Context: an optimization exercise on an open-source flow, tuned for small area and a short achievable clock period. The choices shown serve that exercise and are no tape-out recipe.
RTL that was checked went through simulation tests only; none was proved equivalent to the original.
Power is estimated from default activity; no workload was simulated.

Design DSP, start of the top module:
module DSP (A,B,D,C,CLK,CARRYIN,OPMODE,BCIN,RSTA,RSTB,RSTM,
RSTP,RSTC,RSTD,RSTCARRYIN,RSTOPMODE,CEA,CEB,CEM,CEP,CEC,CED,
CECARRYIN,CEOPMODE,PCIN,BCOUT,PCOUT,P,M,CARRYOUT,CARRYOUTF);
  parameter A0REG=0;
  parameter A1REG=1;
  parameter B0REG=0;
  parameter B1REG=1;
  parameter CREG=1;
  parameter DREG=1;
  parameter MREG=1;
  parameter PREG=1;
  parameter CARRYINREG=1;
  parameter CARRYOUTREG=1;
  parameter OPMODEREG=1;
  parameter CARRYINSEL="OPMODE5";
  parameter B_INPUT ="DIRECT";
  parameter RSTTYPE ="SYNC";
  input [17:0] A,B,D,BCIN;
  input [47:0] C,PCIN;
  input [7:0] OPMODE;
  input CLK,CARRYIN,RSTA,RSTB,RSTC,RSTCARRYIN,RSTD,RSTM,
  RSTOPMODE,RSTP,CEA,CEB,CECARRYIN,CEC,CED,CEM,CEOPMODE,CEP;
  output [17:0] BCOUT;
  output [47:0] PCOUT;
  output [47:0] P;
  output [35:0] M;
  output CARRYOUT,CARRYOUTF;
  reg [7:0] opm;
  reg [17:0] dr, ar, br;
  reg [47:0] cr, pr;
  reg cyi, cyo;
  reg [35:0] ms;
  reg [35:2] mc;
  reg mk;
  wire s6 = opm[6];
  wire [18:0] pre_w = {dr, 1'b1} + {B ^ {18{s6}}, s6};
  wire [17:0] pre = pre_w[18:1];
  wire [17:0] b_in = opm[4] ? pre : B;
  reg [8:0] enc_one, enc_two;
  wire [8:0] one_in = {(b_in[16] ^ b_in[15]), (b_in[14] ^ b_in[13]), (b_in[12] ^ b_in[11]), (b_in[10] ^ b_in[9]), (b_in[8] ^ b_in[7]), (b_in[6] ^ b_in[5]), (b_in[4] ^ b_in[3]), (b_in[2] ^ b_in[1]), (b_in[0] ^ 1'b0)};
  wire [8:0] two_in = {((b_in[17] & ~b_in[16] & ~b_in[15]) | (~b_in[17] & b_in[16] & b_in[15])), ((b_in[15] & ~b_in[14] & ~b_in[13]) | (~b_in[15] & b_in[14] & b_in[13])), ((b_in[13] & ~b_in[12] & ~b_in[11]) | (~b_in[13] & b_in[12] & b_in[11])), ((b_in[11] & ~b_in[10] & ~b_in[9]) | (~b_in[11] & b_in[10] & b_in[9])), ((b_in[9] & ~b_in[8] & ~b_in[7]) | (~b_in[9] & b_in[8] & b_in[7])), ((b_in[7] & ~b_in[6] & ~b_in[5]) | (~b_in[7] & b_in[6] & b_in[5])), ((b_in[5] & ~b_in[4] & ~b_in[3]) | (~b_in[5] & b_in[4] & b_in[3])), ((b_in[3] & ~b_in[2] & ~b_in[1]) | (~b_in[3] & b_in[2] & b_in[1])), ((b_in[1] & ~b_in[0] & ~1'b0) | (~b_in[1] & b_in[0] & 1'b0))};
  always @(posedge CLK) begin
    if (RSTOPMODE) opm <= 8'd0;
  ...
Size: roughly 250 flip-flops, about 350 I/O pins, about 0.027 mm^2 of cells after synthesis.
make LEC_CHECK=0 ABC_AREA=1 CAP_MARGIN=20 CORE_MARGIN=2 CORE_UTILIZATION=40 SETUP_SLACK_MARGIN=3.5 SLEW_MARGIN=20 finish   # period 7.0 ns
run.sh (not shown) runs the stock make flow with config.mk's settings and CLKGATE_MAP_FILE= SYNTH_SCRIPT=/design/flow/synth_recipe.tcl, a recipe that flattens the netlist after the stock synthesis.
Edit:
--- a/flow/config.mk
+++ b/flow/config.mk
@@ -10,4 +10,3 @@
 export CORE_MARGIN = 2
 export CORE_UTILIZATION = 40
-export SETUP_SLACK_MARGIN = 3.5
 export SLEW_MARGIN = 20
After rerunning: Register-to-register slack loses 1200 ps; critical path depth stays the same; total power decreases by 20%.
Function was not checked in any run of this note: the RTL went through the layout flow alone.

---

## run 1
DSP, a different RTL version from the one above (not shown whole).
Size: ~3400 cells after synthesis, ~270 flip-flops, ~350 I/O pins, roughly 0.024 sq mm of cells after synthesis.
Settings: LEC_CHECK=0, ABC_AREA=1, CAP_MARGIN=20, CORE_MARGIN=2, CORE_UTILIZATION=40, SETUP_SLACK_MARGIN=3.0, SLEW_MARGIN=20, BUFFER_PORTS_ARGS=-buffer_cell sky130_fd_sc_hd__buf_2, PRE_RESIZE_TCL=/design/flow/flow/ports.tcl; clock period 7.0 ns.
standard.sh (not shown) runs the stock make flow with config.mk's settings and CLKGATE_MAP_FILE= SYNTH_SCRIPT=/design/flow/synth_recipe.tcl, a recipe that flattens the netlist after the stock synthesis.
==> flow/flow/run.sh <==
#!/bin/bash
# The standard layout (standard.sh: standard synthesis, then ORFS to
# finish), with one change: the port buffers are plain buffers (buf_2 from
# buffer_ports, then buf_1 on the inputs) instead of the delay cell
# buffer_ports picks by default.  Each tool's output is in orfs/logs.
set -euo pipefail
HERE=$(pwd)
cat >> config.mk <<EOC
export BUFFER_PORTS_ARGS = -buffer_cell sky130_fd_sc_hd__buf_2
export PRE_RESIZE_TCL = $HERE/flow/ports.tcl
EOC
bash standard.sh > standard.log 2>&1
==> flow/flow/ports.tcl <==
# Before repair_design: the input ports' buffers become buf_1.
set n 0
foreach bterm [[ord::get_db_block] getBTerms] {
  if {[$bterm getIoType] ne "INPUT"} { continue }
  set net [$bterm getNet]
  if {$net eq "NULL" || [$net getSigType] eq "CLOCK"} { continue }
  foreach iterm [$net getITerms] {
    set inst [$iterm getInst]
    if {[[$inst getMaster] getName] eq "sky130_fd_sc_hd__buf_2"} {
      replace_cell [get_cells [$inst getName]] sky130_fd_sc_hd__buf_1
      incr n
    }
  }
}
puts "flow/ports.tcl: $n input buffers set to buf_1"
Run 1 reached the final stage; the timing, DRC and antenna checks on its layout passed.
Edits applied to the flow inputs when going from run 1 to run 2:
# run 1
export LEC_CHECK = 0
export ABC_AREA = 1
export CAP_MARGIN = 20
export CORE_MARGIN = 2
export CORE_UTILIZATION = 40
export SETUP_SLACK_MARGIN = 3.0
export SLEW_MARGIN = 20
export BUFFER_PORTS_ARGS = -buffer_cell sky130_fd_sc_hd__buf_2
export PRE_RESIZE_TCL = /design/flow/flow/ports.tcl
create_clock -name core_clock -period 7.0 [get_ports {CLK}]
# run 2
export LEC_CHECK = 0
export ABC_AREA = 1
export CAP_MARGIN = 20
export CORE_MARGIN = 2
export CORE_UTILIZATION = 40
export CTS_CLUSTER_DIAMETER = 100
export CTS_CLUSTER_SIZE = 22
export SETUP_SLACK_MARGIN = 3.0
export SLEW_MARGIN = 20
export BUFFER_PORTS_ARGS = -buffer_cell sky130_fd_sc_hd__buf_2
export PRE_RESIZE_TCL = /design/flow/flow/ports.tcl
create_clock -name core_clock -period 7.0 [get_ports {CLK}]
Notes after the runs:
Run 2 vs. run 1: wire length comparable; clock slew at the register clock pins of the worst setup and hold paths now sits higher.
Summary of run 2 over run 1: die area level, sequential cell count level, global-route usage decreased by 0.25 points relative to the old numbers, final-layout fill cell count climbed 0.74%.
### run 2 -> run 3
# run 2
export LEC_CHECK = 0
export ABC_AREA = 1
export CAP_MARGIN = 20
export CORE_MARGIN = 2
export CORE_UTILIZATION = 40
export CTS_CLUSTER_DIAMETER = 100
export CTS_CLUSTER_SIZE = 22
export SETUP_SLACK_MARGIN = 3.0
export SLEW_MARGIN = 20
export BUFFER_PORTS_ARGS = -buffer_cell sky130_fd_sc_hd__buf_2
export PRE_RESIZE_TCL = /design/flow/flow/ports.tcl
create_clock -name core_clock -period 7.0 [get_ports {CLK}]
# run 3
export LEC_CHECK = 0
export ABC_AREA = 1
export CAP_MARGIN = 20
export CORE_MARGIN = 2
export CORE_UTILIZATION = 40
export SETUP_SLACK_MARGIN = 3.3
export SLEW_MARGIN = 20
export BUFFER_PORTS_ARGS = -buffer_cell sky130_fd_sc_hd__buf_2
export PRE_RESIZE_TCL = /design/flow/flow/ports.tcl
create_clock -name core_clock -period 7.0 [get_ports {CLK}]
### Flow results
Sequential share of layout area was lower in the run labelled run 3.
Looking at vias per cell, run 3 sits 1.3% higher than run 2 does.
Run 3 vs. run 2: share of total power in the clock network went up by 6.5 points.
Final cell utilization of the core on run 3 is up relative to run 2.
Diff run 2 -> run 3: total number of cells along the worst setup path now sits higher; fmax now sits higher; fraction of final layout cells sized beyond drive strength 1 now sits higher.
Input-level comparison between run 4 and run 3:
# run 3
export LEC_CHECK = 0
export ABC_AREA = 1
export CAP_MARGIN = 20
export CORE_MARGIN = 2
export CORE_UTILIZATION = 40
export SETUP_SLACK_MARGIN = 3.3
export SLEW_MARGIN = 20
export BUFFER_PORTS_ARGS = -buffer_cell sky130_fd_sc_hd__buf_2
export PRE_RESIZE_TCL = /design/flow/flow/ports.tcl
create_clock -name core_clock -period 7.0 [get_ports {CLK}]
# run 4
export LEC_CHECK = 0
export ABC_AREA = 1
export CAP_MARGIN = 5
export CORE_MARGIN = 2
export CORE_UTILIZATION = 40
export CTS_CLUSTER_DIAMETER = 100
export CTS_CLUSTER_SIZE = 22
export SETUP_SLACK_MARGIN = 2.9
export SLEW_MARGIN = 5
export BUFFER_PORTS_ARGS = -buffer_cell sky130_fd_sc_hd__buf_2
export PRE_RESIZE_TCL = /design/flow/flow/ports.tcl
create_clock -name core_clock -period 7.0 [get_ports {CLK}]
Findings:
Compared with run 3, run 4 shows post-CTS setup buffer count lower by 129. Comparing run 3 and run 4, number of clock-tree buffers in the layout is lower on run 4. From run 3 to run 4 the numbers moved as follows: register area has decreased; fmax fell by about 2.6%; final cell count down about 5%. The number of gates on the worst path with buffers counted of run 4 is lower than that of run 3. Power: run 4 draws less than run 3. Run 4 gives less layout overhead on the synthesized area than run 3 did. Taking run 3 as the reference point, the sequential share of layout area of run 4 rises by 2.2 points.
diff inputs: run 4 => run 5
# run 4
export LEC_CHECK = 0
export ABC_AREA = 1
export CAP_MARGIN = 5
export CORE_MARGIN = 2
export CORE_UTILIZATION = 40
export CTS_CLUSTER_DIAMETER = 100
export CTS_CLUSTER_SIZE = 22
export SETUP_SLACK_MARGIN = 2.9
export SLEW_MARGIN = 5
export BUFFER_PORTS_ARGS = -buffer_cell sky130_fd_sc_hd__buf_2
export PRE_RESIZE_TCL = /design/flow/flow/ports.tcl
create_clock -name core_clock -period 7.0 [get_ports {CLK}]
# run 5
export LEC_CHECK = 0
export ABC_AREA = 1
export CAP_MARGIN = 20
export CORE_MARGIN = 2
export CORE_UTILIZATION = 40
export CTS_CLUSTER_DIAMETER = 100
export CTS_CLUSTER_SIZE = 22
export SETUP_SLACK_MARGIN = 2.9
export SLEW_MARGIN = 20
export BUFFER_PORTS_ARGS = -buffer_cell sky130_fd_sc_hd__buf_2
export PRE_RESIZE_TCL = /design/flow/flow/ports.tcl
create_clock -name core_clock -period 7.0 [get_ports {CLK}]
- Comparing the two runs side by side, run 5 comes out ahead of run 4 on clock period minus worst slack.
- The lower number of standard cells in the layout, taps in and fillers out of run 5 and run 4 is in run 4.
- Count of clock-buffer cells in the layout: run 5 vs run 4 up 2
- Of run 5 and run 4, run 4 shows the lower area used by multi-input combinational logic, with run 5 above it.
- In the metrics for run 5 and run 4, the one carrying the lower share of final layout cell area taken by non-clock buffers is run 4.
- met3 usage was higher in the run labelled run 5.
Modified inputs, run 6 compared to run 5
# run 5
export LEC_CHECK = 0
export ABC_AREA = 1
export CAP_MARGIN = 20
export CORE_MARGIN = 2
export CORE_UTILIZATION = 40
export CTS_CLUSTER_DIAMETER = 100
export CTS_CLUSTER_SIZE = 22
export SETUP_SLACK_MARGIN = 2.9
export SLEW_MARGIN = 20
export BUFFER_PORTS_ARGS = -buffer_cell sky130_fd_sc_hd__buf_2
export PRE_RESIZE_TCL = /design/flow/flow/ports.tcl
create_clock -name core_clock -period 7.0 [get_ports {CLK}]
# run 6
export LEC_CHECK = 0
export ABC_AREA = 1
export CAP_MARGIN = 20
export CORE_MARGIN = 2
export CORE_UTILIZATION = 40
export SETUP_SLACK_MARGIN = 2.8
export SLEW_MARGIN = 20
export BUFFER_PORTS_ARGS = -buffer_cell sky130_fd_sc_hd__buf_2
export PRE_RESIZE_TCL = /design/flow/flow/ports.tcl
create_clock -name core_clock -period 7.0 [get_ports {CLK}]
## What came out
Diff run 5 -> run 6: slack of the critical path down 0.11 ns, count of non-CTS inverters in the layout ~0 delta, count of clock buffers in the final design now larger. Run 6 finished all stages; the layout is clean.

---

Setup of willow:
DSP, a different RTL version from the one above (not shown whole).
Size in the first run: about 3800 cells after synthesis, ~230 flip-flops, about 350 I/O pins, ~28000 sq um of cells after synthesis.
Settings: LEC_CHECK=0, CAP_MARGIN=20, CORE_MARGIN=2, CORE_UTILIZATION=40, SETUP_SLACK_MARGIN=3.0, SLEW_MARGIN=20, BUFFER_PORTS_ARGS=-buffer_cell sky130_fd_sc_hd__buf_2, PRE_RESIZE_TCL=/design/flow/flow/ports.tcl; clock period 7.0 ns.
Scripts as last shown in full above: flow/flow/run.sh, flow/flow/ports.tcl
[inputs] yarrow vs willow
Settings: an added TNS_END_PERCENT of 20; an added ABC_AREA of 1.
### Flow results
Per the comparison of yarrow with willow, part of the total power dissipated in the clock network grew by 1.7 points; multi-input combinational cell count saw a decrease; sequential cell area in the final layout moved down. A leading cell type in the layout, fill and taps excluded of sky130_fd_sc_hd__nor2_1 is what willow shows, while sky130_fd_sc_hd__nand2_1 belongs to yarrow. Run comparison: willow critical path capture point pr[44]$_SDFFE_PP0P_; yarrow critical path capture point mc[22]$_SDFFE_PP0P_.
Input-level comparison between lagoon and yarrow:
Settings: a deleted BUFFER_PORTS_ARGS that had been -buffer_cell sky130_fd_sc_hd__buf_2; a deleted SETUP_SLACK_MARGIN that had been 3.0; a deleted PRE_RESIZE_TCL that had been /design/flow/flow/ports.tcl; a deleted TNS_END_PERCENT that had been 20.
==> flow/run.sh (new file) <==
#!/bin/bash
# synth_recipe.tcl (not shown) runs the flow's synth.tcl, then flattens the netlist and writes it again
# the make line also repeats each setting of config.mk as NAME=value (left out here)
make -C /OpenROAD-flow-scripts/flow DESIGN_CONFIG=/design/flow/config.mk WORK_HOME=/design/flow/orfs CLKGATE_MAP_FILE= SYNTH_SCRIPT=/design/flow/synth_recipe.tcl finish
removed: flow/flow/run.sh
removed: flow/flow/ports.tcl
removed: flow/standard.sh
[summary]
- The endpoint of the worst setup timing path comes out mc[18]$_SDFFE_PP0P_ in one run and mc[22]$_SDFFE_PP0P_ in the other, namely in lagoon and yarrow respectively.
- Compared lagoon against yarrow; power within noise.
- Looking at highest metal layer with signal wires, the met4 result is from lagoon; the met5 one comes from yarrow.
- Relative to yarrow, the number of ordinary inverters in the final layout measured on lagoon has decreased slightly.
- Taking yarrow as the reference, in lagoon final design utilization rose by 0.47 points; total detailed-routing wirelength fell by 1.4 mm.
Here is what was changed in the inputs of amber compared with lagoon.
Settings: setting PRE_GLOBAL_PLACE_TCL to /design/flow/flow/ports.tcl for the first time; setting SETUP_SLACK_MARGIN to 2.5 for the first time; setting DONT_BUFFER_PORTS to 1 for the first time.
==> flow/flow/run.sh (new file) <==
#!/bin/bash
# The standard layout (standard.sh: standard synthesis, then ORFS to
# finish), with one change: each port gets a plain buffer (buf_1 on inputs,
# buf_2 on outputs) instead of the cell buffer_ports picks by default.
set -euo pipefail
HERE=$(pwd)
cat >> config.mk <<EOC
export DONT_BUFFER_PORTS = 1
export PRE_GLOBAL_PLACE_TCL = $HERE/flow/ports.tcl
EOC
bash standard.sh > standard.log 2>&1
==> flow/flow/ports.tcl (new file) <==
# Port buffers, run before global placement in place of ORFS's buffer_ports.
puts "Perform port buffering (flow/ports.tcl)..."
buffer_ports -inputs -buffer_cell sky130_fd_sc_hd__buf_1
buffer_ports -outputs -buffer_cell sky130_fd_sc_hd__buf_2
==> flow/standard.sh (new file) <==
#!/bin/bash
# synth_recipe.tcl (not shown) runs the flow's synth.tcl, then flattens the netlist and writes it again
# the make line also repeats each setting of config.mk as NAME=value (left out here)
make -C /OpenROAD-flow-scripts/flow DESIGN_CONFIG=/design/flow/config.mk WORK_HOME=/design/flow/orfs CLKGATE_MAP_FILE= SYNTH_SCRIPT=/design/flow/synth_recipe.tcl "${@:-finish}"
removed: flow/run.sh
Notes after the runs:
- Between lagoon and amber, end-of-flow core utilization is lower for amber, lagoon comes in above that.
- Summary of the comparison: detailed-router iteration count before antenna repair is lower in amber, relative to lagoon.
- | fraction of power consumed by sequential logic | amber vs lagoon | 2.8 points higher |
- Register-to-register slack, lagoon and amber: larger value in amber
- Number of vias in the routed layout in amber vs lagoon: down 1080

[port drivers added, routing unchanged]
Ports are ideal in the flow. The routed layouts listed here were re-timed in OpenROAD.
Step 1 assumes that a clkbuf_16 drives the clock port and a buf_2 every other input.
Step 2 also shifts input and output timing later by t, the mid clock arrival at the registers, as if the neighbouring blocks saw the same clock.
Three values: ideal, step 1, step 2; two values: the first two.
| run | t, ns | setup WS [ns] | hold slack, ns | worst setup path at the end | cell pins on the clock port's net |
|---|---|---|---|---|---|
| the first run of note 1 | 0.678 | 2.793 / 2.726 / 2.572 | 0.461 / 0.461 / 0.461 | input to register | 1 |
| the second run of note 1 | 0.635 | 1.642 / 1.574 / 1.968 | 0.461 / 0.461 / 0.461 | register to register | 1 |
| run 1 | 0.620 | 3.035 / 2.975 / 2.458 | 0.460 / 0.460 / 0.460 | input to register | 1 |
| run 2 | 0.611 | 3.013 / 3.015 / 2.422 | 0.466 / 0.466 / 0.466 | input to register | 1 |
| run 3 | 0.620 | 3.090 / 3.031 / 2.500 | 0.460 / 0.460 / 0.460 | input to register | 1 |
| run 4 | 0.603 | 2.986 / 2.959 / 2.503 | 0.466 / 0.466 / 0.466 | input to register | 1 |
| run 5 | 0.607 | 3.015 / 2.954 / 2.491 | 0.463 / 0.463 / 0.463 | input to register | 1 |
| run 6 | 0.611 | 2.908 / 2.849 / 2.382 | 0.463 / 0.463 / 0.463 | input to register | 1 |
| willow | 0.657 | 1.683 / 1.683 / 1.683 | 0.490 / 0.490 / 0.490 | register to register | 1 |
| yarrow | 0.664 | 3.019 / 2.965 / 3.019 | 0.464 / 0.464 / 0.464 | register to register | 1 |
| lagoon | 0.669 | 2.166 / 2.166 / 2.166 | 0.460 / 0.460 / 0.460 | register to register | 1 |
| amber | 0.659 | 2.528 / 2.500 / 2.500 | 0.457 / 0.460 / 0.460 | register to register | 1 |
After both steps setup and hold are still met in every run listed. The setup slack of run 2, which loses most, moves by +0.002 ns with the drivers and by -0.591 ns with both steps.
